This is an optimization exercise on Yosys and OpenROAD, whose aim is small area and a short achievable clock period, not a production implementation.
Where RTL was checked, it was by simulation tests only, not by an equivalence proof against the original.
The RTL of run 1 was laid out without a check of its function.
The clock port is modelled as an ideal driver; clocking choices that lean on that would not hold on a real chip.

<file path="flow/flow/run.sh">
#!/bin/bash
# Standard layout with two changes: the smallest buffer on each port, and
# useful clock skew between registers after clock tree synthesis (skew.tcl).
export BUFFER_PORTS_ARGS="-buffer_cell sky130_fd_sc_hd__buf_1"
export POST_CTS_TCL="$PWD/flow/skew.tcl"
export SKIP_CTS_REPAIR_TIMING=1
bash standard.sh > standard.log 2>&1
</file>
<file path="flow/flow/skew.py">
#!/usr/bin/env python3
"""Plan a later clock arrival for registers (useful skew).

usage: skew.py PATHS PERIOD

PATHS holds lines "kind from to slack" as skew.tcl writes them. A delay D[r]
(>= 0) on register r's clock changes a register-to-register path s->e by
D[s] - D[e]. The plan finds the smallest period T such that:
  setup   (PERIOD - slack) + D[s] - D[e] <= T      for register pairs
  hold    slack + D[s] - D[e] >= HOLD_MARGIN
  output  (PERIOD - slack) + D[s] <= T            (the skew may only hurt)
  input   (PERIOD - slack) <= T                   (no gain from the skew)
  D[r] <= DMAX
and prints, for each register that needs a delay, a chain of delay cells.
"""
import sys

DMAX = 1.2
HOLD_MARGIN = 0.2
LEVEL_COST = 0.15
# cells and the delay each adds in front of one register's clock pin (ns)
CELLS = [
    ('sky130_fd_sc_hd__clkbuf_1', 0.09, 3.75),
    ('sky130_fd_sc_hd__dlygate4sd1_1', 0.20, 8.76),
    ('sky130_fd_sc_hd__clkdlybuf4s50_1', 0.46, 10.01),
]

path_file, period = sys.argv[1], float(sys.argv[2])
setup, hold, outp, inp, inhold = {}, {}, {}, {}, {}
regs = set()
for line in open(path_file):
    f = line.split()
    if len(f) != 4:
        continue
    kind, s, e, sl = f[0], f[1], f[2], float(f[3])
    if kind == 'max':
        setup[(s, e)] = min(setup.get((s, e), 1e9), sl)
        regs.update((s, e))
    elif kind == 'min':
        hold[(s, e)] = min(hold.get((s, e), 1e9), sl)
        regs.update((s, e))
    elif kind == 'outmax':
        outp[s] = min(outp.get(s, 1e9), sl)
        regs.add(s)
    elif kind == 'inmax':
        inp[e] = min(inp.get(e, 1e9), sl)
        regs.add(e)
    elif kind == 'inmin':
        inhold[e] = min(inhold.get(e, 1e9), sl)
        regs.add(e)
regs = sorted(regs)
idx = {r: i + 1 for i, r in enumerate(regs)}


def solve(T):
    # difference constraints x[b] >= x[a] + w as edges (a, b, w); longest path
    edges = []
    for r in regs:
        ub = DMAX
        if r in inhold:
            ub = min(ub, max(0.0, inhold[r] - HOLD_MARGIN))
        if r in outp:
            ub = min(ub, T - (period - outp[r]))
        if ub < 0:
            return None
        edges.append((0, idx[r], 0.0))
        edges.append((idx[r], 0, -ub))
    for (s, e), sl in setup.items():
        d = period - sl
        if s == e:
            if d > T:
                return None
            continue
        edges.append((idx[s], idx[e], d - T))
    for (s, e), sl in hold.items():
        if s == e:
            continue
        # D[e] - D[s] <= sl - margin
        edges.append((idx[e], idx[s], -max(0.0, sl - HOLD_MARGIN)))
    for e, sl in inp.items():
        if period - sl > T:
            return None
    n = len(regs) + 1
    x = [0.0] + [-1e18] * (n - 1)
    for it in range(n + 1):
        changed = False
        for a, b, w in edges:
            if x[a] > -1e17 and x[a] + w > x[b] + 1e-9:
                x[b] = x[a] + w
                changed = True
        if not changed:
            return {r: x[idx[r]] for r in regs}
        if x[0] > 1e-9:
            return None
    return None


t0 = max([period - sl for sl in setup.values()] + [period - sl for sl in inp.values()]
         + [period - sl for sl in outp.values()])
lo, hi = 0.0, t0
if solve(hi) is None:
    print(f'# no skew plan (T0 {t0:.3f})')
    sys.exit(0)
for _ in range(40):
    m = (lo + hi) / 2
    if solve(m) is None:
        lo = m
    else:
        hi = m
T = hi
D = solve(T)
print(f'# period without skew {t0:.3f}, with skew {T:.3f}')


CELL_D = {c[0]: c[1] for c in CELLS}


def chain(delta):
    # fewest-area chain of cells whose delay is closest to delta
    best = None
    for a in range(0, 4):
        for b in range(0, 4):
            for c in range(0, 4):
                if a + b + c == 0 or a + b + c > 4:
                    continue
                n = (a, b, c)
                d = sum(k * cell[1] for k, cell in zip(n, CELLS))
                area = sum(k * cell[2] for k, cell in zip(n, CELLS))
                cost = abs(d - delta) + 0.004 * area
                if best is None or cost < best[0]:
                    best = (cost, n)
    out = []
    for k, cell in zip(best[1], CELLS):
        out += [cell[0]] * k
    return out


# Shared delays: the registers are put on a few levels; level k is reached
# through a cascade of delay stages, each stage driving the registers of its
# level and the next stage.
need = sorted((D[r], r) for r in regs if D[r] >= 0.06)
if not need:
    sys.exit(0)
vals = [v for v, _ in need]


def levels_for(k):
    # 1-D k-means on the wanted delays
    cent = [vals[int((i + 0.5) * len(vals) / k)] for i in range(k)]
    for _ in range(50):
        groups = [[] for _ in cent]
        for v in vals:
            groups[min(range(k), key=lambda i: abs(v - cent[i]))].append(v)
        cent = [sum(g) / len(g) if g else c for g, c in zip(groups, cent)]
    err = sum(min(abs(v - c) for c in cent) for v in vals)
    return sorted(cent), err


best = None
for k in range(1, 7):
    cent, err = levels_for(k)
    cost = err + LEVEL_COST * k
    if best is None or cost < best[0]:
        best = (cost, cent)
cent = best[1]
prev = 0.0
real = 0.0
lev_of = {r: min(range(len(cent)), key=lambda i: abs(v - cent[i])) + 1 for v, r in need}
for k, c in enumerate(cent, 1):
    # each stage ends in a stronger buffer that drives its registers and the
    # next stage
    nload = sum(1 for r in lev_of if lev_of[r] == k) + (1 if k < len(cent) else 0)
    driver = ('sky130_fd_sc_hd__clkbuf_8', 0.12) if nload > 3 else ('sky130_fd_sc_hd__clkbuf_4', 0.12)
    rest = c - real - driver[1]
    cells = chain(rest) if rest > 0.05 else []
    cells.append(driver[0])
    real += sum(CELL_D.get(x, driver[1]) for x in cells)
    print('stage', k, f'{c:.3f}', ' '.join(cells))
for v, r in need:
    print('level', r, lev_of[r], f'{v:.3f}')
</file>
<file path="flow/flow/skew.tcl">
# Useful clock skew between registers, run after clock tree synthesis
# (POST_CTS_TCL). It measures the worst setup and hold slack of every
# register-to-register path, and the worst slack of every path from an input
# and to an output, then asks skew.py for a later clock arrival for each
# register that shortens the period set by the register-to-register paths.
# Paths from the inputs and to the outputs get no gain from it: an input path
# must meet that period without the skew, and an output path must meet it with
# the skew. The delays are made by clock buffers put in front of the
# registers' clock pins.

set skew_dir [file dirname [file normalize [info script]]]
set work_dir [file dirname $skew_dir]
set_propagated_clock [all_clocks]
estimate_parasitics -placement

set regs [all_registers -cells]
set clkpin [dict create]
set dpin [dict create]
set cellof [dict create]
foreach r $regs {
  set n [get_full_name $r]
  dict set cellof $n $r
  foreach p [get_pins -of_objects $r] {
    set pn [get_property $p lib_pin_name]
    if { $pn == "CLK" } { dict set clkpin $n $p }
    if { $pn == "D" } { dict set dpin $n $p }
  }
}

set f [open $work_dir/skew_paths.txt w]
foreach r $regs {
  set n [get_full_name $r]
  set cp [dict get $clkpin $n]
  foreach {kind pd} {max max min min} {
    set paths [find_timing_paths -from $cp -path_delay $pd \
      -group_path_count 10000 -endpoint_path_count 1 -unique_paths_to_endpoint]
    foreach p $paths {
      set ep [get_property $p endpoint]
      set epn [get_full_name $ep]
      if { [get_property $ep direction] == "output" } {
        puts $f "out$kind $n - [get_property $p slack]"
      } else {
        set einst [get_full_name [get_cells -of_objects $ep]]
        puts $f "$kind $n $einst [get_property $p slack]"
      }
    }
  }
  set dp [dict get $dpin $n]
  foreach {kind pd} {inmax max inmin min} {
    set paths [find_timing_paths -from [all_inputs] -to $dp -path_delay $pd]
    foreach p $paths {
      puts $f "$kind - $n [get_property $p slack]"
    }
  }
}
close $f

set period [get_property [lindex [all_clocks] 0] period]
exec python3 $skew_dir/skew.py $work_dir/skew_paths.txt $period > $work_dir/skew_plan.txt
puts "skew plan:"
puts [exec cat $work_dir/skew_plan.txt]

set block [ord::get_db_block]
set stages {}
set level [dict create]
foreach line [split [exec cat $work_dir/skew_plan.txt] "\n"] {
  if { [lindex $line 0] == "stage" } { lappend stages [lrange $line 3 end] }
  if { [lindex $line 0] == "level" } { dict set level [lindex $line 1] [lindex $line 2] }
}
set nbuf 0
set drv_net ""
set k 0
foreach cells $stages {
  incr k
  set pins {}
  set sx 0
  set sy 0
  set np 0
  dict for {n lv} $level {
    if { $lv >= $k } {
      lappend pins [dict get $clkpin $n]
      set loc [[sta::sta_to_db_inst [dict get $cellof $n]] getLocation]
      set sx [expr { $sx + [lindex $loc 0] }]
      set sy [expr { $sy + [lindex $loc 1] }]
      incr np
    }
  }
  if { $np == 0 } { break }
  set xy [list [ord::dbu_to_microns [expr { $sx / $np }]] [ord::dbu_to_microns [expr { $sy / $np }]]]
  foreach cell $cells {
    if { $drv_net == "" } {
      set net [get_nets -of_objects [lindex $pins end]]
      insert_buffer -buffer_cell $cell -net $net -load_pins $pins -load_pins_on_diff_nets \
        -location $xy -buffer_name skewbuf_$nbuf -net_name skewnet_$nbuf
    } else {
      insert_buffer -buffer_cell $cell -net $drv_net -load_pins $pins \
        -location $xy -buffer_name skewbuf_$nbuf -net_name skewnet_$nbuf
    }
    set drv_net [get_nets skewnet_$nbuf]
    set bnet [$block findNet skewnet_$nbuf]
    if { $bnet ne "NULL" && $bnet ne "" } { $bnet setSigType CLOCK }
    incr nbuf
  }
}
puts "skew buffers inserted: $nbuf"

detailed_placement
check_placement -verbose
estimate_parasitics -placement
report_worst_slack -max
report_worst_slack -min
</file>
<file path="flow/standard.sh">
#!/bin/bash
# synth_recipe.tcl (not shown) runs the flow's synth.tcl, then flattens the netlist and writes it again
# the make line also repeats each setting of config.mk as NAME=value (left out here)
make -C /OpenROAD-flow-scripts/flow DESIGN_CONFIG=/design/flow/config.mk WORK_HOME=/design/flow/orfs CLKGATE_MAP_FILE= SYNTH_SCRIPT=/design/flow/synth_recipe.tcl "${@:-finish}"
</file>
<file path="flow/config.mk">
export PLATFORM = sky130hd
export DESIGN_NAME = prng
export DESIGN_NICKNAME = prng
export VERILOG_FILES = /design/flow/design.v
export SDC_FILE = /design/flow/constraint.sdc
export NUM_CORES = 4
export LEC_CHECK = 0
export CAP_MARGIN = 20
export CORE_MARGIN = 2
export CORE_UTILIZATION = 50
export CTS_BUF_LIST = sky130_fd_sc_hd__clkbuf_4 sky130_fd_sc_hd__clkbuf_8
export SETUP_SLACK_MARGIN = 3.0
export SLEW_MARGIN = 20
export SYNTH_HIERARCHICAL = 1
</file>
<file path="flow/constraint.sdc">
create_clock -name core_clock -period 7.0 [get_ports {clk}]
set_input_delay 1.4000 -clock core_clock [delete_from_list [all_inputs] [get_ports {clk}]]
set_output_delay 1.4000 -clock core_clock [all_outputs]
set_load 0.01 [all_outputs]
</file>
<file path="flow/design.v">
module prng (
    input logic [31:0] seed,
    output logic [31:0] rand_num,
    input logic clk,
    input logic rst
);
    logic [31:0] state;
    wire [30:0] x = state[30:0];
    wire [30:0] xn = ~state[30:0];
    wire [30:0] nxt;
    wire s0; wire c0;
    assign s0 = 1'b1 ^ x[2] ^ xn[0];
    assign c0 = (1'b1 & x[2]) | (1'b1 & xn[0]) | (x[2] & xn[0]);
    wire s1; wire c1;
    assign s1 = 1'b1 ^ x[3] ^ xn[1];
    assign c1 = (1'b1 & x[3]) | (1'b1 & xn[1]) | (x[3] & xn[1]);
    wire s2; wire c2;
    fa u2 (.a(x[4]), .b(xn[2]), .c(xn[0]), .s(s2), .co(c2));
    wire s3; wire c3;
    fa u3 (.a(x[5]), .b(xn[3]), .c(xn[1]), .s(s3), .co(c3));
    wire s4; wire c4;
    assign s4 = 1'b0 ^ x[4] ^ x[2];
    assign c4 = (1'b0 & x[4]) | (1'b0 & x[2]) | (x[4] & x[2]);
    wire s5; wire c5;
    fa u5 (.a(x[6]), .b(c3), .c(~s4), .s(s5), .co(c5));
    wire s6; wire c6;
    fa u6 (.a(x[7]), .b(xn[5]), .c(xn[3]), .s(s6), .co(c6));
    wire s7; wire c7;
    fa u7 (.a(x[0]), .b(~c4), .c(s6), .s(s7), .co(c7));
    wire s8; wire c8;
    fa u8 (.a(x[8]), .b(xn[6]), .c(xn[4]), .s(s8), .co(c8));
    wire s9; wire c9;
    fa u9 (.a(x[1]), .b(c6), .c(s8), .s(s9), .co(c9));
    wire s10; wire c10;
    assign s10 = 1'b1 ^ x[9] ^ x[2];
    assign c10 = (1'b1 & x[9]) | (1'b1 & x[2]) | (x[9] & x[2]);
    wire s11; wire c11;
    fa u11 (.a(xn[7]), .b(xn[5]), .c(xn[0]), .s(s11), .co(c11));
    wire s12; wire c12;
    fa u12 (.a(c8), .b(s10), .c(s11), .s(s12), .co(c12));
    wire s13; wire c13;
    fa u13 (.a(xn[8]), .b(xn[6]), .c(xn[1]), .s(s13), .co(c13));
    wire s14; wire c14;
    fa u14 (.a(x[10]), .b(x[3]), .c(c10), .s(s14), .co(c14));
    wire s15; wire c15;
    fa u15 (.a(c11), .b(s13), .c(c12), .s(s15), .co(c15));
    wire s16; wire c16;
    fa u16 (.a(xn[9]), .b(xn[7]), .c(xn[2]), .s(s16), .co(c16));
    wire s17; wire c17;
    fa u17 (.a(x[11]), .b(x[4]), .c(c13), .s(s17), .co(c17));
    wire s18; wire c18;
    fa u18 (.a(s16), .b(c14), .c(s17), .s(s18), .co(c18));
    wire s19; wire c19;
    assign s19 = 1'b1 ^ x[12] ^ x[5];
    assign c19 = (1'b1 & x[12]) | (1'b1 & x[5]) | (x[12] & x[5]);
    wire s20; wire c20;
    fa u20 (.a(xn[10]), .b(xn[8]), .c(xn[3]), .s(s20), .co(c20));
    wire s21; wire c21;
    fa u21 (.a(x[0]), .b(c16), .c(s19), .s(s21), .co(c21));
    wire s22; wire c22;
    fa u22 (.a(s20), .b(c17), .c(s21), .s(s22), .co(c22));
    wire s23; wire c23;
    assign s23 = 1'b1 ^ x[13] ^ x[6];
    assign c23 = (1'b1 & x[13]) | (1'b1 & x[6]) | (x[13] & x[6]);
    wire s24; wire c24;
    fa u24 (.a(xn[11]), .b(xn[9]), .c(xn[4]), .s(s24), .co(c24));
    wire s25; wire c25;
    fa u25 (.a(x[1]), .b(c19), .c(c20), .s(s25), .co(c25));
    wire s26; wire c26;
    fa u26 (.a(s23), .b(s24), .c(c21), .s(s26), .co(c26));
    wire s27; wire c27;
    fa u27 (.a(s25), .b(c22), .c(s26), .s(s27), .co(c27));
    wire s28; wire c28;
    fa u28 (.a(x[14]), .b(x[7]), .c(x[2]), .s(s28), .co(c28));
    wire s29; wire c29;
    fa u29 (.a(xn[12]), .b(xn[10]), .c(xn[5]), .s(s29), .co(c29));
    wire s30; wire c30;
    fa u30 (.a(x[0]), .b(c23), .c(c24), .s(s30), .co(c30));
    wire s31; wire c31;
    fa u31 (.a(s28), .b(s29), .c(c25), .s(s31), .co(c31));
    wire s32; wire c32;
    fa u32 (.a(s30), .b(c26), .c(s31), .s(s32), .co(c32));
    wire s33; wire c33;
    fa u33 (.a(x[15]), .b(x[8]), .c(x[3]), .s(s33), .co(c33));
    wire s34; wire c34;
    fa u34 (.a(xn[13]), .b(xn[11]), .c(xn[6]), .s(s34), .co(c34));
    wire s35; wire c35;
    fa u35 (.a(x[1]), .b(c28), .c(c29), .s(s35), .co(c35));
    wire s36; wire c36;
    fa u36 (.a(s33), .b(s34), .c(c30), .s(s36), .co(c36));
    wire s37; wire c37;
    fa u37 (.a(s35), .b(c31), .c(s36), .s(s37), .co(c37));
    wire s38; wire c38;
    fa u38 (.a(xn[14]), .b(xn[12]), .c(xn[7]), .s(s38), .co(c38));
    wire s39; wire c39;
    fa u39 (.a(x[9]), .b(x[4]), .c(x[2]), .s(s39), .co(c39));
    wire s40; wire c40;
    fa u40 (.a(x[16]), .b(c33), .c(c34), .s(s40), .co(c40));
    wire s41; wire c41;
    fa u41 (.a(s38), .b(s39), .c(c35), .s(s41), .co(c41));
    wire s42; wire c42;
    fa u42 (.a(s40), .b(c36), .c(s41), .s(s42), .co(c42));
    wire s43; wire c43;
    assign s43 = 1'b0 ^ x[15] ^ x[13];
    assign c43 = (1'b0 & x[15]) | (1'b0 & x[13]) | (x[15] & x[13]);
    wire s44; wire c44;
    fa u44 (.a(x[10]), .b(x[5]), .c(x[3]), .s(s44), .co(c44));
    wire s45; wire c45;
    fa u45 (.a(xn[8]), .b(xn[0]), .c(x[17]), .s(s45), .co(c45));
    wire s46; wire c46;
    fa u46 (.a(c38), .b(c39), .c(~s43), .s(s46), .co(c46));
    wire s47; wire c47;
    fa u47 (.a(s44), .b(s45), .c(c40), .s(s47), .co(c47));
    wire s48; wire c48;
    fa u48 (.a(s46), .b(c41), .c(s47), .s(s48), .co(c48));
    wire s49; wire c49;
    fa u49 (.a(xn[14]), .b(xn[9]), .c(xn[1]), .s(s49), .co(c49));
    wire s50; wire c50;
    fa u50 (.a(x[11]), .b(x[6]), .c(x[4]), .s(s50), .co(c50));
    wire s51; wire c51;
    fa u51 (.a(xn[16]), .b(~c43), .c(c44), .s(s51), .co(c51));
    wire s52; wire c52;
    fa u52 (.a(x[18]), .b(c45), .c(s49), .s(s52), .co(c52));
    wire s53; wire c53;
    fa u53 (.a(s50), .b(c46), .c(s51), .s(s53), .co(c53));
    wire s54; wire c54;
    fa u54 (.a(s52), .b(c47), .c(s53), .s(s54), .co(c54));
    wire s55; wire c55;
    fa u55 (.a(xn[15]), .b(xn[10]), .c(xn[2]), .s(s55), .co(c55));
    wire s56; wire c56;
    fa u56 (.a(x[12]), .b(x[7]), .c(x[5]), .s(s56), .co(c56));
    wire s57; wire c57;
    fa u57 (.a(x[0]), .b(xn[17]), .c(x[19]), .s(s57), .co(c57));
    wire s58; wire c58;
    fa u58 (.a(c49), .b(c50), .c(s55), .s(s58), .co(c58));
    wire s59; wire c59;
    fa u59 (.a(s56), .b(s57), .c(c51), .s(s59), .co(c59));
    wire s60; wire c60;
    fa u60 (.a(c52), .b(s58), .c(c53), .s(s60), .co(c60));
    wire s61; wire c61;
    fa u61 (.a(s59), .b(c54), .c(s60), .s(s61), .co(c61));
    wire s62; wire c62;
    fa u62 (.a(x[13]), .b(x[8]), .c(x[6]), .s(s62), .co(c62));
    wire s63; wire c63;
    fa u63 (.a(xn[11]), .b(xn[3]), .c(x[1]), .s(s63), .co(c63));
    wire s64; wire c64;
    fa u64 (.a(xn[16]), .b(xn[18]), .c(x[20]), .s(s64), .co(c64));
    wire s65; wire c65;
    fa u65 (.a(c55), .b(c56), .c(s62), .s(s65), .co(c65));
    wire s66; wire c66;
    fa u66 (.a(s63), .b(c57), .c(s64), .s(s66), .co(c66));
    wire s67; wire c67;
    fa u67 (.a(c58), .b(s65), .c(s66), .s(s67), .co(c67));
    wire s68; wire c68;
    fa u68 (.a(c59), .b(s67), .c(c60), .s(s68), .co(c68));
    wire s69; wire c69;
    fa u69 (.a(x[14]), .b(x[9]), .c(x[7]), .s(s69), .co(c69));
    wire s70; wire c70;
    fa u70 (.a(xn[12]), .b(xn[4]), .c(x[2]), .s(s70), .co(c70));
    wire s71; wire c71;
    fa u71 (.a(xn[17]), .b(xn[19]), .c(x[21]), .s(s71), .co(c71));
    wire s72; wire c72;
    fa u72 (.a(c62), .b(c63), .c(s69), .s(s72), .co(c72));
    wire s73; wire c73;
    fa u73 (.a(s70), .b(c64), .c(s71), .s(s73), .co(c73));
    wire s74; wire c74;
    fa u74 (.a(c65), .b(s72), .c(c66), .s(s74), .co(c74));
    wire s75; wire c75;
    fa u75 (.a(s73), .b(c67), .c(s74), .s(s75), .co(c75));
    wire s76; wire c76;
    assign s76 = 1'b1 ^ x[15] ^ x[10];
    assign c76 = (1'b1 & x[15]) | (1'b1 & x[10]) | (x[15] & x[10]);
    wire s77; wire c77;
    fa u77 (.a(xn[13]), .b(xn[5]), .c(xn[0]), .s(s77), .co(c77));
    wire s78; wire c78;
    fa u78 (.a(x[8]), .b(x[3]), .c(xn[18]), .s(s78), .co(c78));
    wire s79; wire c79;
    fa u79 (.a(xn[20]), .b(c69), .c(c70), .s(s79), .co(c79));
    wire s80; wire c80;
    fa u80 (.a(x[22]), .b(s76), .c(s77), .s(s80), .co(c80));
    wire s81; wire c81;
    fa u81 (.a(c71), .b(s78), .c(c72), .s(s81), .co(c81));
    wire s82; wire c82;
    fa u82 (.a(s79), .b(s80), .c(c73), .s(s82), .co(c82));
    wire s83; wire c83;
    fa u83 (.a(s81), .b(c74), .c(s82), .s(s83), .co(c83));
    wire s84; wire c84;
    fa u84 (.a(xn[14]), .b(xn[6]), .c(xn[1]), .s(s84), .co(c84));
    wire s85; wire c85;
    fa u85 (.a(x[11]), .b(x[9]), .c(x[4]), .s(s85), .co(c85));
    wire s86; wire c86;
    fa u86 (.a(x[16]), .b(xn[19]), .c(xn[21]), .s(s86), .co(c86));
    wire s87; wire c87;
    fa u87 (.a(x[23]), .b(c76), .c(c77), .s(s87), .co(c87));
    wire s88; wire c88;
    fa u88 (.a(c78), .b(s84), .c(s85), .s(s88), .co(c88));
    wire s89; wire c89;
    fa u89 (.a(s86), .b(c79), .c(c80), .s(s89), .co(c89));
    wire s90; wire c90;
    fa u90 (.a(s87), .b(s88), .c(c81), .s(s90), .co(c90));
    wire s91; wire c91;
    fa u91 (.a(s89), .b(c82), .c(s90), .s(s91), .co(c91));
    wire s92; wire c92;
    fa u92 (.a(xn[15]), .b(xn[7]), .c(xn[2]), .s(s92), .co(c92));
    wire s93; wire c93;
    fa u93 (.a(x[12]), .b(x[10]), .c(x[5]), .s(s93), .co(c93));
    wire s94; wire c94;
    fa u94 (.a(x[17]), .b(xn[20]), .c(xn[22]), .s(s94), .co(c94));
    wire s95; wire c95;
    fa u95 (.a(x[24]), .b(c84), .c(c85), .s(s95), .co(c95));
    wire s96; wire c96;
    fa u96 (.a(s92), .b(s93), .c(c86), .s(s96), .co(c96));
    wire s97; wire c97;
    fa u97 (.a(s94), .b(c87), .c(c88), .s(s97), .co(c97));
    wire s98; wire c98;
    fa u98 (.a(s95), .b(s96), .c(c89), .s(s98), .co(c98));
    wire s99; wire c99;
    fa u99 (.a(s97), .b(c90), .c(s98), .s(s99), .co(c99));
    wire s100; wire c100;
    fa u100 (.a(x[13]), .b(x[11]), .c(x[6]), .s(s100), .co(c100));
    wire s101; wire c101;
    fa u101 (.a(xn[8]), .b(xn[3]), .c(x[0]), .s(s101), .co(c101));
    wire s102; wire c102;
    fa u102 (.a(xn[16]), .b(x[18]), .c(xn[21]), .s(s102), .co(c102));
    wire s103; wire c103;
    fa u103 (.a(xn[23]), .b(c92), .c(c93), .s(s103), .co(c103));
    wire s104; wire c104;
    fa u104 (.a(x[25]), .b(s100), .c(s101), .s(s104), .co(c104));
    wire s105; wire c105;
    fa u105 (.a(c94), .b(s102), .c(c95), .s(s105), .co(c105));
    wire s106; wire c106;
    fa u106 (.a(s103), .b(c96), .c(s104), .s(s106), .co(c106));
    wire s107; wire c107;
    fa u107 (.a(c97), .b(s105), .c(s106), .s(s107), .co(c107));
    wire s108; wire c108;
    fa u108 (.a(c98), .b(s107), .c(c99), .s(s108), .co(c108));
    wire s109; wire c109;
    fa u109 (.a(x[14]), .b(x[12]), .c(x[7]), .s(s109), .co(c109));
    wire s110; wire c110;
    fa u110 (.a(xn[9]), .b(xn[4]), .c(x[1]), .s(s110), .co(c110));
    wire s111; wire c111;
    fa u111 (.a(xn[17]), .b(x[19]), .c(xn[22]), .s(s111), .co(c111));
    wire s112; wire c112;
    fa u112 (.a(xn[24]), .b(c100), .c(c101), .s(s112), .co(c112));
    wire s113; wire c113;
    fa u113 (.a(x[26]), .b(s109), .c(s110), .s(s113), .co(c113));
    wire s114; wire c114;
    fa u114 (.a(c102), .b(s111), .c(c103), .s(s114), .co(c114));
    wire s115; wire c115;
    fa u115 (.a(c104), .b(s112), .c(s113), .s(s115), .co(c115));
    wire s116; wire c116;
    fa u116 (.a(c105), .b(s114), .c(c106), .s(s116), .co(c116));
    wire s117; wire c117;
    fa u117 (.a(s115), .b(c107), .c(s116), .s(s117), .co(c117));
    wire s118; wire c118;
    fa u118 (.a(x[15]), .b(x[13]), .c(x[8]), .s(s118), .co(c118));
    wire s119; wire c119;
    fa u119 (.a(xn[10]), .b(xn[5]), .c(x[2]), .s(s119), .co(c119));
    wire s120; wire c120;
    fa u120 (.a(xn[18]), .b(x[20]), .c(xn[23]), .s(s120), .co(c120));
    wire s121; wire c121;
    fa u121 (.a(xn[25]), .b(c109), .c(c110), .s(s121), .co(c121));
    wire s122; wire c122;
    fa u122 (.a(x[27]), .b(s118), .c(s119), .s(s122), .co(c122));
    wire s123; wire c123;
    fa u123 (.a(c111), .b(s120), .c(c112), .s(s123), .co(c123));
    wire s124; wire c124;
    fa u124 (.a(c113), .b(s121), .c(s122), .s(s124), .co(c124));
    wire s125; wire c125;
    fa u125 (.a(c114), .b(s123), .c(c115), .s(s125), .co(c125));
    wire s126; wire c126;
    fa u126 (.a(s124), .b(c116), .c(s125), .s(s126), .co(c126));
    wire s127; wire c127;
    fa u127 (.a(x[14]), .b(x[9]), .c(x[3]), .s(s127), .co(c127));
    wire s128; wire c128;
    fa u128 (.a(xn[11]), .b(xn[6]), .c(x[16]), .s(s128), .co(c128));
    wire s129; wire c129;
    fa u129 (.a(xn[19]), .b(x[21]), .c(xn[24]), .s(s129), .co(c129));
    wire s130; wire c130;
    fa u130 (.a(xn[26]), .b(c118), .c(c119), .s(s130), .co(c130));
    wire s131; wire c131;
    fa u131 (.a(x[28]), .b(s127), .c(s128), .s(s131), .co(c131));
    wire s132; wire c132;
    fa u132 (.a(c120), .b(s129), .c(c121), .s(s132), .co(c132));
    wire s133; wire c133;
    fa u133 (.a(c122), .b(s130), .c(s131), .s(s133), .co(c133));
    wire s134; wire c134;
    fa u134 (.a(c123), .b(s132), .c(c124), .s(s134), .co(c134));
    wire s135; wire c135;
    fa u135 (.a(s133), .b(c125), .c(s134), .s(s135), .co(c135));
    wire s136; wire c136;
    fa u136 (.a(x[15]), .b(x[10]), .c(x[4]), .s(s136), .co(c136));
    wire s137; wire c137;
    fa u137 (.a(xn[12]), .b(xn[7]), .c(x[17]), .s(s137), .co(c137));
    wire s138; wire c138;
    fa u138 (.a(xn[20]), .b(x[22]), .c(xn[25]), .s(s138), .co(c138));
    wire s139; wire c139;
    fa u139 (.a(xn[27]), .b(x[29]), .c(c127), .s(s139), .co(c139));
    wire s140; wire c140;
    fa u140 (.a(c128), .b(s136), .c(s137), .s(s140), .co(c140));
    wire s141; wire c141;
    fa u141 (.a(c129), .b(s138), .c(c130), .s(s141), .co(c141));
    wire s142; wire c142;
    fa u142 (.a(s139), .b(c131), .c(s140), .s(s142), .co(c142));
    wire s143; wire c143;
    fa u143 (.a(c132), .b(s141), .c(c133), .s(s143), .co(c143));
    wire s144; wire c144;
    fa u144 (.a(s142), .b(c134), .c(s143), .s(s144), .co(c144));
    wire s145;
    assign s145 = x[11] ^ x[5] ^ x[0];
    wire s146;
    assign s146 = xn[13] ^ xn[8] ^ x[16];
    wire s147;
    assign s147 = x[18] ^ xn[21] ^ x[23];
    wire s148;
    assign s148 = xn[26] ^ xn[28] ^ x[30];
    wire s149;
    assign s149 = c136 ^ c137 ^ s145;
    wire s150;
    assign s150 = s146 ^ c138 ^ s147;
    wire s151;
    assign s151 = c139 ^ s148 ^ c140;
    wire s152;
    assign s152 = s149 ^ s150 ^ c141;
    wire s153;
    assign s153 = c142 ^ s151 ^ s152;
    wire s154;
    assign s154 = c143 ^ s153 ^ c144;
    wire [30:0] ra, rb;
    assign ra[0] = x[0];
    assign rb[0] = 1'b1;
    assign ra[1] = x[1];
    assign rb[1] = 1'b0;
    assign ra[2] = s0;
    assign rb[2] = 1'b0;
    assign ra[3] = c0;
    assign rb[3] = s1;
    assign ra[4] = c1;
    assign rb[4] = s2;
    assign ra[5] = c2;
    assign rb[5] = s3;
    assign ra[6] = s5;
    assign rb[6] = 1'b0;
    assign ra[7] = c5;
    assign rb[7] = s7;
    assign ra[8] = c7;
    assign rb[8] = s9;
    assign ra[9] = c9;
    assign rb[9] = s12;
    assign ra[10] = s14;
    assign rb[10] = s15;
    assign ra[11] = c15;
    assign rb[11] = s18;
    assign ra[12] = c18;
    assign rb[12] = s22;
    assign ra[13] = s27;
    assign rb[13] = 1'b0;
    assign ra[14] = c27;
    assign rb[14] = s32;
    assign ra[15] = c32;
    assign rb[15] = s37;
    assign ra[16] = c37;
    assign rb[16] = s42;
    assign ra[17] = c42;
    assign rb[17] = s48;
    assign ra[18] = c48;
    assign rb[18] = s54;
    assign ra[19] = s61;
    assign rb[19] = 1'b0;
    assign ra[20] = c61;
    assign rb[20] = s68;
    assign ra[21] = c68;
    assign rb[21] = s75;
    assign ra[22] = c75;
    assign rb[22] = s83;
    assign ra[23] = c83;
    assign rb[23] = s91;
    assign ra[24] = c91;
    assign rb[24] = s99;
    assign ra[25] = s108;
    assign rb[25] = 1'b0;
    assign ra[26] = c108;
    assign rb[26] = s117;
    assign ra[27] = c117;
    assign rb[27] = s126;
    assign ra[28] = c126;
    assign rb[28] = s135;
    assign ra[29] = c135;
    assign rb[29] = s144;
    assign ra[30] = s154;
    assign rb[30] = 1'b0;
    wire [30:0] g0 = ra & rb;
    wire [30:0] p0 = ra ^ rb;
    wire gg1 = g0[1] | (p0[1] & g0[0]);
    wire gg2 = g0[2] | (p0[2] & gg1);
    wire gg3 = g0[3] | (p0[3] & g0[2]);
    wire pp3 = p0[3] & p0[2];
    wire gg4 = gg3 | (pp3 & gg1);
    wire gg5 = g0[4] | (p0[4] & g0[3]);
    wire pp5 = p0[4] & p0[3];
    wire gg6 = gg5 | (pp5 & gg2);
    wire gg7 = g0[5] | (p0[5] & g0[4]);
    wire pp7 = p0[5] & p0[4];
    wire gg8 = gg7 | (pp7 & g0[3]);
    wire pp8 = pp7 & p0[3];
    wire gg9 = gg8 | (pp8 & gg2);
    wire gg10 = g0[6] | (p0[6] & gg9);
    wire gg11 = g0[7] | (p0[7] & g0[6]);
    wire pp11 = p0[7] & p0[6];
    wire gg12 = gg11 | (pp11 & gg9);
    wire gg13 = g0[8] | (p0[8] & g0[7]);
    wire pp13 = p0[8] & p0[7];
    wire gg14 = gg13 | (pp13 & gg10);
    wire gg15 = g0[9] | (p0[9] & g0[8]);
    wire pp15 = p0[9] & p0[8];
    wire gg16 = gg15 | (pp15 & gg11);
    wire pp16 = pp15 & pp11;
    wire gg17 = gg16 | (pp16 & gg9);
    wire gg18 = g0[10] | (p0[10] & gg15);
    wire pp18 = p0[10] & pp15;
    wire gg19 = gg18 | (pp18 & gg12);
    wire gg20 = g0[11] | (p0[11] & g0[10]);
    wire pp20 = p0[11] & p0[10];
    wire gg21 = gg20 | (pp20 & gg17);
    wire gg22 = g0[12] | (p0[12] & gg20);
    wire pp22 = p0[12] & pp20;
    wire gg23 = gg22 | (pp22 & gg17);
    wire gg24 = g0[13] | (p0[13] & gg23);
    wire gg25 = g0[14] | (p0[14] & g0[13]);
    wire pp25 = p0[14] & p0[13];
    wire gg26 = gg25 | (pp25 & gg23);
    wire gg27 = g0[15] | (p0[15] & g0[14]);
    wire pp27 = p0[15] & p0[14];
    wire gg28 = gg27 | (pp27 & g0[13]);
    wire pp28 = pp27 & p0[13];
    wire gg29 = gg28 | (pp28 & gg23);
    wire gg30 = g0[16] | (p0[16] & g0[15]);
    wire pp30 = p0[16] & p0[15];
    wire gg31 = gg30 | (pp30 & g0[14]);
    wire pp31 = pp30 & p0[14];
    wire gg32 = gg31 | (pp31 & gg24);
    wire gg33 = g0[17] | (p0[17] & g0[16]);
    wire pp33 = p0[17] & p0[16];
    wire gg34 = gg33 | (pp33 & gg27);
    wire pp34 = pp33 & pp27;
    wire gg35 = gg34 | (pp34 & gg24);
    wire gg36 = g0[18] | (p0[18] & g0[17]);
    wire pp36 = p0[18] & p0[17];
    wire gg37 = gg36 | (pp36 & gg30);
    wire pp37 = pp36 & pp30;
    wire gg38 = gg37 | (pp37 & gg26);
    wire gg39 = g0[18] | (p0[18] & gg33);
    wire pp39 = p0[18] & pp33;
    wire gg40 = g0[19] | (p0[19] & gg39);
    wire pp40 = p0[19] & pp39;
    wire gg41 = gg40 | (pp40 & gg29);
    wire gg42 = g0[20] | (p0[20] & g0[19]);
    wire pp42 = p0[20] & p0[19];
    wire gg43 = gg42 | (pp42 & gg38);
    wire gg44 = g0[21] | (p0[21] & g0[20]);
    wire pp44 = p0[21] & p0[20];
    wire gg45 = gg44 | (pp44 & g0[19]);
    wire pp45 = pp44 & p0[19];
    wire gg46 = gg45 | (pp45 & gg38);
    wire gg47 = g0[22] | (p0[22] & g0[21]);
    wire pp47 = p0[22] & p0[21];
    wire gg48 = gg47 | (pp47 & gg42);
    wire pp48 = pp47 & pp42;
    wire gg49 = gg48 | (pp48 & gg38);
    wire gg50 = g0[23] | (p0[23] & g0[22]);
    wire pp50 = p0[23] & p0[22];
    wire gg51 = gg50 | (pp50 & gg44);
    wire pp51 = pp50 & pp44;
    wire gg52 = gg51 | (pp51 & gg41);
    wire gg53 = g0[24] | (p0[24] & g0[23]);
    wire pp53 = p0[24] & p0[23];
    wire gg54 = gg53 | (pp53 & gg47);
    wire pp54 = pp53 & pp47;
    wire gg55 = gg54 | (pp54 & gg43);
    wire gg56 = g0[25] | (p0[25] & gg54);
    wire pp56 = p0[25] & pp54;
    wire gg57 = gg56 | (pp56 & gg43);
    wire gg58 = g0[26] | (p0[26] & g0[25]);
    wire pp58 = p0[26] & p0[25];
    wire gg59 = gg58 | (pp58 & gg55);
    wire gg60 = g0[27] | (p0[27] & g0[26]);
    wire pp60 = p0[27] & p0[26];
    wire gg61 = gg60 | (pp60 & g0[25]);
    wire pp61 = pp60 & p0[25];
    wire gg62 = gg61 | (pp61 & gg55);
    wire gg63 = g0[28] | (p0[28] & g0[27]);
    wire pp63 = p0[28] & p0[27];
    wire gg64 = gg63 | (pp63 & g0[26]);
    wire pp64 = pp63 & p0[26];
    wire gg65 = gg64 | (pp64 & g0[25]);
    wire pp65 = pp64 & p0[25];
    wire gg66 = gg65 | (pp65 & gg55);
    wire gg67 = g0[29] | (p0[29] & gg63);
    wire pp67 = p0[29] & pp63;
    wire gg68 = gg67 | (pp67 & gg58);
    wire pp68 = pp67 & pp58;
    wire gg69 = gg68 | (pp68 & gg55);
    wire gg70 = g0[30] | (p0[30] & gg67);
    wire pp70 = p0[30] & pp67;
    wire gg71 = gg70 | (pp70 & gg59);
    assign nxt[0] = p0[0];
    assign nxt[1] = p0[1] ^ g0[0];
    assign nxt[2] = p0[2] ^ gg1;
    assign nxt[3] = p0[3] ^ gg2;
    assign nxt[4] = p0[4] ^ gg4;
    assign nxt[5] = p0[5] ^ gg6;
    assign nxt[6] = p0[6] ^ gg9;
    assign nxt[7] = p0[7] ^ gg10;
    assign nxt[8] = p0[8] ^ gg12;
    assign nxt[9] = p0[9] ^ gg14;
    assign nxt[10] = p0[10] ^ gg17;
    assign nxt[11] = p0[11] ^ gg19;
    assign nxt[12] = p0[12] ^ gg21;
    assign nxt[13] = p0[13] ^ gg23;
    assign nxt[14] = p0[14] ^ gg24;
    assign nxt[15] = p0[15] ^ gg26;
    assign nxt[16] = p0[16] ^ gg29;
    assign nxt[17] = p0[17] ^ gg32;
    assign nxt[18] = p0[18] ^ gg35;
    assign nxt[19] = p0[19] ^ gg38;
    assign nxt[20] = p0[20] ^ gg41;
    assign nxt[21] = p0[21] ^ gg43;
    assign nxt[22] = p0[22] ^ gg46;
    assign nxt[23] = p0[23] ^ gg49;
    assign nxt[24] = p0[24] ^ gg52;
    assign nxt[25] = p0[25] ^ gg55;
    assign nxt[26] = p0[26] ^ gg57;
    assign nxt[27] = p0[27] ^ gg59;
    assign nxt[28] = p0[28] ^ gg62;
    assign nxt[29] = p0[29] ^ gg66;
    assign nxt[30] = p0[30] ^ gg69;
    always_ff @(posedge clk) begin
        if (rst) begin
            state <= seed;
        end else begin
            state <= {1'b0, nxt};
        end
        rand_num <= state;
    end
endmodule
module fa (
    input  logic a,
    input  logic b,
    input  logic c,
    output logic s,
    output logic co
);
    assign s = a ^ b ^ c;
    assign co = (a & b) | (a & c) | (b & c);
endmodule
</file>
==> results.toml, run 1 <==
[timing]
rsz0062_at_grt = "no"
drv_slew = 0
finalSetupViolations = 0
hold_ws_ns = -0.100
hold_viol = 1
tns_ns = 0
post-route-period-util_pct = 55.5
relSlewSlack_pct = 72.3
fin_crit_ns = 3.89
fmax_mhz = 257
tightest_slew_ns = 0.416
skew_ns = 1.10
setup_ws_ns = 3.11

[worst_hold_path]
hold_path.class = "reg -> reg"
hold_start = "state[0]"
whs_path_depth = 4
min_delay_worst_endpoint = "state[30]"

[setup_path]
start_kind = "flip-flop"
slowest_stage = "fa_1"
slowest_delay_ns = 0.52
r2r-start = "state[18]"
worstPathCellList = "clkinvlp_4 -> fa_1 -> fa_1 -> fa_1 -> fa_1 -> ha_4 -> nor4_4 -> nand2b_1 -> nor3_4 -> a21oi_1 -> xnor2_1 -> o21ai_0"
critPathRequiredTime_ns = 7.68
arrival_ns = 4.57
crit_family = "adder cells"
cp_common_cell = "fa_1"
crit_fanout = 4
r2r_cells = 12
cp_num_buf_inv = 1
rrSetupSlack_ns = 3.11
endpoint_kind = "flip-flop"
reg2reg_to = "state[24]"
path_class = "reg -> reg"

[finish]
final_nets = 779
postLayoutCoreUtil_pct = 60.8
fillers = 982
diodes = 0
drive_gt1_share_pct = 22.7
syn2layout_area_growth_pct = 18.2

[outcome]
status = "finished with violations"
so_faults = "negative hold slack"

[logic_synthesis]
avgSynthCellArea_sq_um = 12.5
synth_area_leaders = "fa_1, dfxtp_1, ha_1"
synthSimpleGateAreaFrac_pct = 4.90
synth_top_family_by_area = "adder cells"
synth_top_area_cell = "fa_1"
synth_nets = 677
yosysTopAreaCellShare_pct = 46.7
synth_most_common_cell = "fa_1"
synth_edf_count = 0
synth_xor_area_share_pct = 5.97
ys_ff_latch = 64
ys_async_sr_fraction_pct = 0
yosysWarnings = 7
synth_area_sq_mm = 0.00587
synth.distinct_cells = 45
synthCells = 471
synth_commonest_cells = "fa_1, dfxtp_1, inv_1"
synth-adder-area-share_pct = 54.2
synthMuxAreaShare_pct = 0.767
ys_seq_area_share_pct = 21.8
synth-compound-area-share_pct = 8.82
synth_flop_cell = "dfxtp_1"

[routing]
drt-initial-drc-count = 179
num_vias = 3812
via_per_inst = 5.29
wl_per_cell_microns = 20.2
dr.pass1.iters = 4
wl_mm = 14.5
drc = 0
antenna_left = 0

[flow_run]
drv_cap = 0

[floorplan]
dieArea_sq_mm = 0.0126
pin_count = 66
start_util_pct = 51.4
die_w_microns = 112
core_sq_mm = 0.0114
rows = 39
die_h_microns = 112

[global_routing]
grt_pass1_vias = 4201
antenna_found_initial = 0
grt_pass1_wl_mm = 23.0
track_usage_pct = 25.1
grt_max_degree = 37
gr-total-overflow = 0

[placement]
gp_congestion = 0.894
place_hpwl_mm = 11.5
numPortBuffers = 65
post-place-ws_ns = 2.25

[cts]
cts_tree = "yes"
clk_pin_slew_ns = 0.07
clock_latency_ns = 1.46
cts_sinks = 64
cell type report, without the clock buffers:
type	count	area (sq um)	area share, %
Clock inverter	4	30.0	0.433
Inverter	50	201	2.90
Multi-Input combinational cell	351	4560	65.6
Sequential cell	64	1340	19.3
Tap cell	143	179	2.58
Timing Repair Buffer	89	425	6.13
Yosys stat by module, one instance, submodules excluded:
module,area (sq um),times used
prng,3130,1
fa,20.0,137
layer usage:
layer / track usage, % / wire (microns) / up-vias
li1: - / - / 1727
met1: 33.9 / 6260 / 1971
met2: 40.9 / 7360 / 96
met3: 5.83 / 645 / 18
met4: 8.05 / 278 / 0
met5: 0 / 0 / -
stage by stage:
stage                     instances  instance area, sq um  hold slack [ns]
final                           721                  6940           -0.100
after global routing            721                  6940          0.00491
after detailed placement        674                  6430            0.315
after global placement          674                  6430            0.314
after floorplan                 471                  6020            0.310
cell families after synthesis:
kind of cell	count (synthesis)
multiplexers	4
adder cells (fa/ha/maj)	172
AO/OA/AOI/OAI	73
flip-flops	64
buffers and inverters	56
XOR/XNOR	40
AND/OR/NAND/NOR	62
sequential cells by signal (all words and copies together), names as in the netlist:
register and count:
rand_num 32, state 32
placed cells by master, fill, tap and decap left out, drive strengths merged, types with 8 or more instances in the layout:
cell type / instances
xor2: 14
fa: 137
nand2: 37
inv: 49
dfxtp: 64
o21ai: 29
a21oi: 14
ha: 35
a21o: 8
xnor2: 26
clkbuf: 21
buf: 88
worst register-to-register path: stages (launching register included):
cell        delay [ns]
dfxtp_4           0.39
clkinvlp_4        0.12
fa_1              0.52
fa_1              0.43
fa_1              0.51
fa_1              0.46
ha_4              0.21
nor4_4            0.25
nand2b_1          0.21
nor3_4            0.32
a21oi_1           0.14
xnor2_1           0.13
o21ai_0           0.08
worst max path at each step:
stage | startpoint | to | slack [ns] | cells after the start
2_1_floorplan | state[18] | state[30] | 2.98 | 13
3_3_place_gp | state[18] | state[30] | 2.29 | 13
3_5_place_dp | state[17] | state[30] | 2.25 | 13
5_1_grt | state[18] | state[24] | 2.95 | 13
6_report | state[18] | state[24] | 3.11 | 12
==> run 2: changes to the inputs <==
--- a/flow/design.v
+++ b/flow/design.v
@@ -120,9 +120,9 @@
     wire s51; wire c51;
     fa u51 (.a(xn[16]), .b(~c43), .c(c44), .s(s51), .co(c51));
     wire s52; wire c52;
-    fa u52 (.a(x[18]), .b(c45), .c(s49), .s(s52), .co(c52));
+    fa u52 (.a(x[18]), .b(s49), .c(s50), .s(s52), .co(c52));
     wire s53; wire c53;
-    fa u53 (.a(s50), .b(c46), .c(s51), .s(s53), .co(c53));
+    fa u53 (.a(c45), .b(c46), .c(s51), .s(s53), .co(c53));
     wire s54; wire c54;
     fa u54 (.a(s52), .b(c47), .c(s53), .s(s54), .co(c54));
     wire s55; wire c55;
@@ -150,9 +150,9 @@
     wire s66; wire c66;
     fa u66 (.a(s63), .b(c57), .c(s64), .s(s66), .co(c66));
     wire s67; wire c67;
-    fa u67 (.a(c58), .b(s65), .c(s66), .s(s67), .co(c67));
+    fa u67 (.a(c58), .b(s65), .c(c59), .s(s67), .co(c67));
     wire s68; wire c68;
-    fa u68 (.a(c59), .b(s67), .c(c60), .s(s68), .co(c68));
+    fa u68 (.a(s66), .b(s67), .c(c60), .s(s68), .co(c68));
     wire s69; wire c69;
     fa u69 (.a(x[14]), .b(x[9]), .c(x[7]), .s(s69), .co(c69));
     wire s70; wire c70;
@@ -179,7 +179,7 @@
     wire s80; wire c80;
     fa u80 (.a(x[22]), .b(s76), .c(s77), .s(s80), .co(c80));
     wire s81; wire c81;
-    fa u81 (.a(c71), .b(s78), .c(c72), .s(s81), .co(c81));
+    fa u81 (.a(s78), .b(c71), .c(c72), .s(s81), .co(c81));
     wire s82; wire c82;
     fa u82 (.a(s79), .b(s80), .c(c73), .s(s82), .co(c82));
     wire s83; wire c83;
@@ -191,11 +191,11 @@
     wire s86; wire c86;
     fa u86 (.a(x[16]), .b(xn[19]), .c(xn[21]), .s(s86), .co(c86));
     wire s87; wire c87;
-    fa u87 (.a(x[23]), .b(c76), .c(c77), .s(s87), .co(c87));
+    fa u87 (.a(c76), .b(c77), .c(s84), .s(s87), .co(c87));
     wire s88; wire c88;
-    fa u88 (.a(c78), .b(s84), .c(s85), .s(s88), .co(c88));
+    fa u88 (.a(s85), .b(x[23]), .c(c78), .s(s88), .co(c88));
     wire s89; wire c89;
-    fa u89 (.a(s86), .b(c79), .c(c80), .s(s89), .co(c89));
+    fa u89 (.a(c79), .b(s86), .c(c80), .s(s89), .co(c89));
     wire s90; wire c90;
     fa u90 (.a(s87), .b(s88), .c(c81), .s(s90), .co(c90));
     wire s91; wire c91;
@@ -205,15 +205,15 @@
     wire s93; wire c93;
     fa u93 (.a(x[12]), .b(x[10]), .c(x[5]), .s(s93), .co(c93));
     wire s94; wire c94;
-    fa u94 (.a(x[17]), .b(xn[20]), .c(xn[22]), .s(s94), .co(c94));
+    fa u94 (.a(x[17]), .b(c84), .c(c85), .s(s94), .co(c94));
     wire s95; wire c95;
-    fa u95 (.a(x[24]), .b(c84), .c(c85), .s(s95), .co(c95));
+    fa u95 (.a(xn[20]), .b(xn[22]), .c(s92), .s(s95), .co(c95));
     wire s96; wire c96;
-    fa u96 (.a(s92), .b(s93), .c(c86), .s(s96), .co(c96));
+    fa u96 (.a(s93), .b(x[24]), .c(c86), .s(s96), .co(c96));
     wire s97; wire c97;
-    fa u97 (.a(s94), .b(c87), .c(c88), .s(s97), .co(c97));
+    fa u97 (.a(c87), .b(s94), .c(s95), .s(s97), .co(c97));
     wire s98; wire c98;
-    fa u98 (.a(s95), .b(s96), .c(c89), .s(s98), .co(c98));
+    fa u98 (.a(c88), .b(s96), .c(c89), .s(s98), .co(c98));
     wire s99; wire c99;
     fa u99 (.a(s97), .b(c90), .c(s98), .s(s99), .co(c99));
     wire s100; wire c100;
@@ -223,13 +223,13 @@
     wire s102; wire c102;
     fa u102 (.a(xn[16]), .b(x[18]), .c(xn[21]), .s(s102), .co(c102));
     wire s103; wire c103;
-    fa u103 (.a(xn[23]), .b(c92), .c(c93), .s(s103), .co(c103));
+    fa u103 (.a(c92), .b(c93), .c(s100), .s(s103), .co(c103));
     wire s104; wire c104;
-    fa u104 (.a(x[25]), .b(s100), .c(s101), .s(s104), .co(c104));
+    fa u104 (.a(s101), .b(xn[23]), .c(x[25]), .s(s104), .co(c104));
     wire s105; wire c105;
     fa u105 (.a(c94), .b(s102), .c(c95), .s(s105), .co(c105));
     wire s106; wire c106;
-    fa u106 (.a(s103), .b(c96), .c(s104), .s(s106), .co(c106));
+    fa u106 (.a(s103), .b(s104), .c(c96), .s(s106), .co(c106));
     wire s107; wire c107;
     fa u107 (.a(c97), .b(s105), .c(s106), .s(s107), .co(c107));
     wire s108; wire c108;
@@ -239,15 +239,15 @@
     wire s110; wire c110;
     fa u110 (.a(xn[9]), .b(xn[4]), .c(x[1]), .s(s110), .co(c110));
     wire s111; wire c111;
-    fa u111 (.a(xn[17]), .b(x[19]), .c(xn[22]), .s(s111), .co(c111));
+    fa u111 (.a(xn[17]), .b(c100), .c(c101), .s(s111), .co(c111));
     wire s112; wire c112;
-    fa u112 (.a(xn[24]), .b(c100), .c(c101), .s(s112), .co(c112));
+    fa u112 (.a(x[19]), .b(s109), .c(s110), .s(s112), .co(c112));
     wire s113; wire c113;
-    fa u113 (.a(x[26]), .b(s109), .c(s110), .s(s113), .co(c113));
+    fa u113 (.a(xn[22]), .b(xn[24]), .c(x[26]), .s(s113), .co(c113));
     wire s114; wire c114;
-    fa u114 (.a(c102), .b(s111), .c(c103), .s(s114), .co(c114));
+    fa u114 (.a(c102), .b(c103), .c(s111), .s(s114), .co(c114));
     wire s115; wire c115;
-    fa u115 (.a(c104), .b(s112), .c(s113), .s(s115), .co(c115));
+    fa u115 (.a(s112), .b(c104), .c(s113), .s(s115), .co(c115));
     wire s116; wire c116;
     fa u116 (.a(c105), .b(s114), .c(c106), .s(s116), .co(c116));
     wire s117; wire c117;
@@ -257,15 +257,15 @@
     wire s119; wire c119;
     fa u119 (.a(xn[10]), .b(xn[5]), .c(x[2]), .s(s119), .co(c119));
     wire s120; wire c120;
-    fa u120 (.a(xn[18]), .b(x[20]), .c(xn[23]), .s(s120), .co(c120));
+    fa u120 (.a(xn[18]), .b(c109), .c(c110), .s(s120), .co(c120));
     wire s121; wire c121;
-    fa u121 (.a(xn[25]), .b(c109), .c(c110), .s(s121), .co(c121));
+    fa u121 (.a(x[20]), .b(s118), .c(s119), .s(s121), .co(c121));
     wire s122; wire c122;
-    fa u122 (.a(x[27]), .b(s118), .c(s119), .s(s122), .co(c122));
+    fa u122 (.a(xn[23]), .b(xn[25]), .c(x[27]), .s(s122), .co(c122));
     wire s123; wire c123;
-    fa u123 (.a(c111), .b(s120), .c(c112), .s(s123), .co(c123));
+    fa u123 (.a(c111), .b(c112), .c(s120), .s(s123), .co(c123));
     wire s124; wire c124;
-    fa u124 (.a(c113), .b(s121), .c(s122), .s(s124), .co(c124));
+    fa u124 (.a(s121), .b(c113), .c(s122), .s(s124), .co(c124));
     wire s125; wire c125;
     fa u125 (.a(c114), .b(s123), .c(c115), .s(s125), .co(c125));
     wire s126; wire c126;
@@ -275,15 +275,15 @@
     wire s128; wire c128;
     fa u128 (.a(xn[11]), .b(xn[6]), .c(x[16]), .s(s128), .co(c128));
     wire s129; wire c129;
-    fa u129 (.a(xn[19]), .b(x[21]), .c(xn[24]), .s(s129), .co(c129));
+    fa u129 (.a(xn[19]), .b(c118), .c(c119), .s(s129), .co(c129));
     wire s130; wire c130;
-    fa u130 (.a(xn[26]), .b(c118), .c(c119), .s(s130), .co(c130));
+    fa u130 (.a(x[21]), .b(s127), .c(s128), .s(s130), .co(c130));
     wire s131; wire c131;
-    fa u131 (.a(x[28]), .b(s127), .c(s128), .s(s131), .co(c131));
+    fa u131 (.a(xn[24]), .b(xn[26]), .c(x[28]), .s(s131), .co(c131));
     wire s132; wire c132;
-    fa u132 (.a(c120), .b(s129), .c(c121), .s(s132), .co(c132));
+    fa u132 (.a(c120), .b(c121), .c(s129), .s(s132), .co(c132));
     wire s133; wire c133;
-    fa u133 (.a(c122), .b(s130), .c(s131), .s(s133), .co(c133));
+    fa u133 (.a(s130), .b(c122), .c(s131), .s(s133), .co(c133));
     wire s134; wire c134;
     fa u134 (.a(c123), .b(s132), .c(c124), .s(s134), .co(c134));
     wire s135; wire c135;
@@ -293,17 +293,17 @@
     wire s137; wire c137;
     fa u137 (.a(xn[12]), .b(xn[7]), .c(x[17]), .s(s137), .co(c137));
     wire s138; wire c138;
-    fa u138 (.a(xn[20]), .b(x[22]), .c(xn[25]), .s(s138), .co(c138));
+    fa u138 (.a(xn[20]), .b(c127), .c(x[22]), .s(s138), .co(c138));
     wire s139; wire c139;
-    fa u139 (.a(xn[27]), .b(x[29]), .c(c127), .s(s139), .co(c139));
+    fa u139 (.a(c128), .b(s136), .c(s137), .s(s139), .co(c139));
     wire s140; wire c140;
-    fa u140 (.a(c128), .b(s136), .c(s137), .s(s140), .co(c140));
+    fa u140 (.a(xn[25]), .b(xn[27]), .c(c129), .s(s140), .co(c140));
     wire s141; wire c141;
-    fa u141 (.a(c129), .b(s138), .c(c130), .s(s141), .co(c141));
+    fa u141 (.a(x[29]), .b(s138), .c(c130), .s(s141), .co(c141));
     wire s142; wire c142;
-    fa u142 (.a(s139), .b(c131), .c(s140), .s(s142), .co(c142));
+    fa u142 (.a(s139), .b(c131), .c(c132), .s(s142), .co(c142));
     wire s143; wire c143;
-    fa u143 (.a(c132), .b(s141), .c(c133), .s(s143), .co(c143));
+    fa u143 (.a(s140), .b(s141), .c(c133), .s(s143), .co(c143));
     wire s144; wire c144;
     fa u144 (.a(s142), .b(c134), .c(s143), .s(s144), .co(c144));
     wire s145;
@@ -311,19 +311,19 @@
     wire s146;
     assign s146 = xn[13] ^ xn[8] ^ x[16];
     wire s147;
-    assign s147 = x[18] ^ xn[21] ^ x[23];
+    assign s147 = x[18] ^ xn[21] ^ c136;
     wire s148;
-    assign s148 = xn[26] ^ xn[28] ^ x[30];
+    assign s148 = s145 ^ x[23] ^ c137;
     wire s149;
-    assign s149 = c136 ^ c137 ^ s145;
+    assign s149 = s146 ^ xn[26] ^ xn[28];
     wire s150;
-    assign s150 = s146 ^ c138 ^ s147;
+    assign s150 = c138 ^ s147 ^ x[30];
     wire s151;
     assign s151 = c139 ^ s148 ^ c140;
     wire s152;
-    assign s152 = s149 ^ s150 ^ c141;
+    assign s152 = s149 ^ c141 ^ s150;
     wire s153;
-    assign s153 = c142 ^ s151 ^ s152;
+    assign s153 = s151 ^ c142 ^ s152;
     wire s154;
     assign s154 = c143 ^ s153 ^ c144;
     wire [30:0] ra, rb;
@@ -490,18 +490,18 @@
     wire gg62 = gg61 | (pp61 & gg55);
     wire gg63 = g0[28] | (p0[28] & g0[27]);
     wire pp63 = p0[28] & p0[27];
-    wire gg64 = gg63 | (pp63 & g0[26]);
-    wire pp64 = pp63 & p0[26];
-    wire gg65 = gg64 | (pp64 & g0[25]);
-    wire pp65 = pp64 & p0[25];
-    wire gg66 = gg65 | (pp65 & gg55);
-    wire gg67 = g0[29] | (p0[29] & gg63);
-    wire pp67 = p0[29] & pp63;
-    wire gg68 = gg67 | (pp67 & gg58);
-    wire pp68 = pp67 & pp58;
-    wire gg69 = gg68 | (pp68 & gg55);
-    wire gg70 = g0[30] | (p0[30] & gg67);
-    wire pp70 = p0[30] & pp67;
+    wire gg64 = gg63 | (pp63 & gg58);
+    wire pp64 = pp63 & pp58;
+    wire gg65 = gg64 | (pp64 & gg55);
+    wire gg66 = g0[29] | (p0[29] & g0[28]);
+    wire pp66 = p0[29] & p0[28];
+    wire gg67 = gg66 | (pp66 & gg60);
+    wire pp67 = pp66 & pp60;
+    wire gg68 = gg67 | (pp67 & gg57);
+    wire gg69 = g0[29] | (p0[29] & gg63);
+    wire pp69 = p0[29] & pp63;
+    wire gg70 = g0[30] | (p0[30] & gg69);
+    wire pp70 = p0[30] & pp69;
     wire gg71 = gg70 | (pp70 & gg59);
     assign nxt[0] = p0[0];
     assign nxt[1] = p0[1] ^ g0[0];
@@ -532,8 +532,8 @@
     assign nxt[26] = p0[26] ^ gg57;
     assign nxt[27] = p0[27] ^ gg59;
     assign nxt[28] = p0[28] ^ gg62;
-    assign nxt[29] = p0[29] ^ gg66;
-    assign nxt[30] = p0[30] ^ gg69;
+    assign nxt[29] = p0[29] ^ gg65;
+    assign nxt[30] = p0[30] ^ gg68;
     always_ff @(posedge clk) begin
         if (rst) begin
             state <= seed;
--- a/flow/flow/skew.py
+++ b/flow/flow/skew.py
@@ -16,7 +16,7 @@
 import sys
 
 DMAX = 1.2
-HOLD_MARGIN = 0.2
+HOLD_MARGIN = 0.3
 LEVEL_COST = 0.15
 # cells and the delay each adds in front of one register's clock pin (ns)
 CELLS = [
--- a/flow/config.mk
+++ b/flow/config.mk
@@ -9,6 +9,7 @@
 export CORE_MARGIN = 2
 export CORE_UTILIZATION = 50
 export CTS_BUF_LIST = sky130_fd_sc_hd__clkbuf_4 sky130_fd_sc_hd__clkbuf_8
+export HOLD_SLACK_MARGIN = 0.15
 export SETUP_SLACK_MARGIN = 3.0
 export SLEW_MARGIN = 20
 export SYNTH_HIERARCHICAL = 1
==> results.toml, run 2 <==
[outcome]
status = "timing/DRC/antenna clean"

[finish]
fillers = 974
mostFrequentLayoutCell = "fa_1"
syn2layout_area_growth_pct = 15.6
final_cell_area_sq_mm = 0.00676
reg_top3 = "rand_num: 32 flops, state: 32 flops"
final_nets = 760
postLayoutCoreUtil_pct = 59.2
drive_gt1_share_pct = 16.5
layout_common_cells = "fa_1, buf_1, dfxtp_1"
diodes = 0

[global_routing]
grt_max_degree = 61
track_usage_pct = 25.4
grt_pass1_wl_mm = 23.5
busiest_layer = "met2"
grtUsageMet3_pct = 5.94
antenna_found_initial = 0
grt_util_met1_pct = 36.5
gr-total-overflow = 0
grt_util_met2_pct = 39.3
grt_pass1_vias = 4270

[cts]
clk_pin_slew_ns = 0.08
cts_tree = "yes"
clock_latency_ns = 1.45
cts_sinks = 64

[placement]
numPortBuffers = 65
gp_congestion = 0.881
place_hpwl_mm = 11.4
place_area_sq_mm = 0.00644

[logic_synthesis]
avgSynthCellArea_sq_um = 12.4
synth_xor_area_share_pct = 5.84
synthSimpleGateAreaFrac_pct = 4.79
synth_nets = 676
synthCells = 470
yosysWarnings = 7
ys_seq_area_share_pct = 21.9
synth-adder-area-share_pct = 54.4
ys_ff_latch = 64
synth_area_sq_mm = 0.00585
yosysTopAreaCellShare_pct = 46.9
synth_area_leaders = "fa_1, dfxtp_1, ha_1"
synth_top_area_cell = "fa_1"
synth_edf_count = 0
synth_commonest_cells = "fa_1, dfxtp_1, inv_1"
synth_top_family_by_area = "adder cells"
synth.distinct_cells = 42
synth_most_common_cell = "fa_1"
ys_async_sr_fraction_pct = 0
synthMuxAreaShare_pct = 0.770
synth-compound-area-share_pct = 8.53
synth_flop_cell = "dfxtp_1"

[timing]
hold_ws_ns = 0.258
fmax_mhz = 265
drv_slew = 0
rsz0062_at_grt = "no"
post-route-period-util_pct = 53.8
skew_ns = 1.10
fin_crit_ns = 3.77
tns_ns = 0
finalSetupViolations = 0
tightest_slew_ns = 0.588
hold_viol = 0
relSlewSlack_pct = 60.8

[setup_path]
crit_fanout = 6
cp-endpoint = "state[19]"
reg2reg_to = "state[19]"
endpoint_kind = "flip-flop"
arrival_ns = 4.27
cp_num_buf_inv = 1
critical_path.startpoint = "state[6]"
worstPathCellList = "inv_2 -> fa_1 -> fa_1 -> fa_1 -> fa_1 -> ha_1 -> nand4_1 -> a211oi_1 -> nor3_1 -> o31ai_1 -> nand2_1 -> o31ai_1 -> o21ai_0"
start_kind = "flip-flop"
slowest_stage = "fa_1"
path_class = "reg -> reg"
critPathRequiredTime_ns = 7.50
cp.depth = 13
slowest_delay_ns = 0.52
r2r_cells = 13
r2r-start = "state[6]"
cp_common_cell = "fa_1"
crit_family = "adder cells"
rrSetupSlack_ns = 3.23

[routing]
via_per_inst = 5.27
num_vias = 3702
wl_mm = 14.3
drc = 0
dr.pass1.iters = 4
wl_per_cell_microns = 20.3
antenna_left = 0
drt-initial-drc-count = 213

[floorplan]
rows = 39
start_util_pct = 51.2
die_w_microns = 112
die_h_microns = 112
pin_count = 66
dieArea_sq_mm = 0.0126
core_sq_mm = 0.0114

[flow_run]
drv_cap = 0

[worst_hold_path]
hold_path.class = "in -> reg"
whs_path_depth = 3
## run 2: kinds of logic after synthesis
family | after synthesis
AOI/OAI and AO/OA | 72
buffers and inverters | 59
and+or+nand+nor | 60
muxes | 4
DFF | 64
xor gates and xnor gates | 39
adders and majority gates | 172
## run 2: worst min-delay path: stages
cell and delay, ns:
buf_1 0.07, o211ai_1 0.10, nor3_2 0.10
## run 2: how the worst min path moves through the flow
stage	startpoint	endpoint	slack, ns
2_1_floorplan	state[31]	rand_num[31]	0.31
3_3_place_gp	state[31]	rand_num[31]	0.31
3_5_place_dp	state[31]	rand_num[31]	0.33
5_1_grt	seed[30]	state[30]	0.17
6_report	seed[30]	state[30]	0.26
## run 2: per-stage QoR
stage / std cells / setup slack (ns)
floorplan: 470 / 2.86
global placement: 673 / 2.50
detailed placement: 673 / 2.38
global route: 702 / 3.00
finish: 702 / 3.23
## run 2: cell type report, without the clock buffers
cell class,count,area [sq um],share of cell area [%]
Clock inverter,6,81.3,1.20
Inverter,53,214,3.16
Multi-Input combinational cell,347,4460,65.9
Sequential cell,64,1340,19.8
Tap cell,143,179,2.65
Timing Repair Buffer,70,288,4.25
## run 2: routing by layer
metal  up-vias  routed length [microns]
met5         -                        0
met4         0                      199
met3        16                      792
met2        99                     6670
met1      1888                     6600
li1       1699                        -
## run 2: modules after synthesis, one instance, submodules excluded
module  cells  times used
prng      333           1
fa          1         137

[what the ideal ports hide]
How much do the figures lean on ideal ports? The routed layouts below were timed once more, with nothing changed but the port constraints.
Step 1 assumes that a clkbuf_16 drives the clock port and a buf_2 every other input.
Step 2, shift: input delay + t, output delay - t, t = (earliest + latest rising clock arrival at the registers) / 2. This alone moves slack from input paths to output paths.
Three values: ideal, step 1, step 2; two values: the first two.
run | t, ns | setup slack, ns | worst hold slack (ns) | latest minus earliest clock arrival (ns) | worst register clock-pin slew, ns
run 1 | 0.943 | 3.113 / 3.113 / 3.113 | -0.100 / -0.100 / -0.100 | 1.108 / 1.108 | 0.09 / 0.09
run 2 | 0.935 | 3.231 / 3.231 / 3.231 | 0.258 / 0.247 / 0.340 | 1.102 / 1.101 | 0.09 / 0.09
In run 1 and run 2 the clock reaches the registers at very different times; t lies between them, and the last value is a rough guide only.
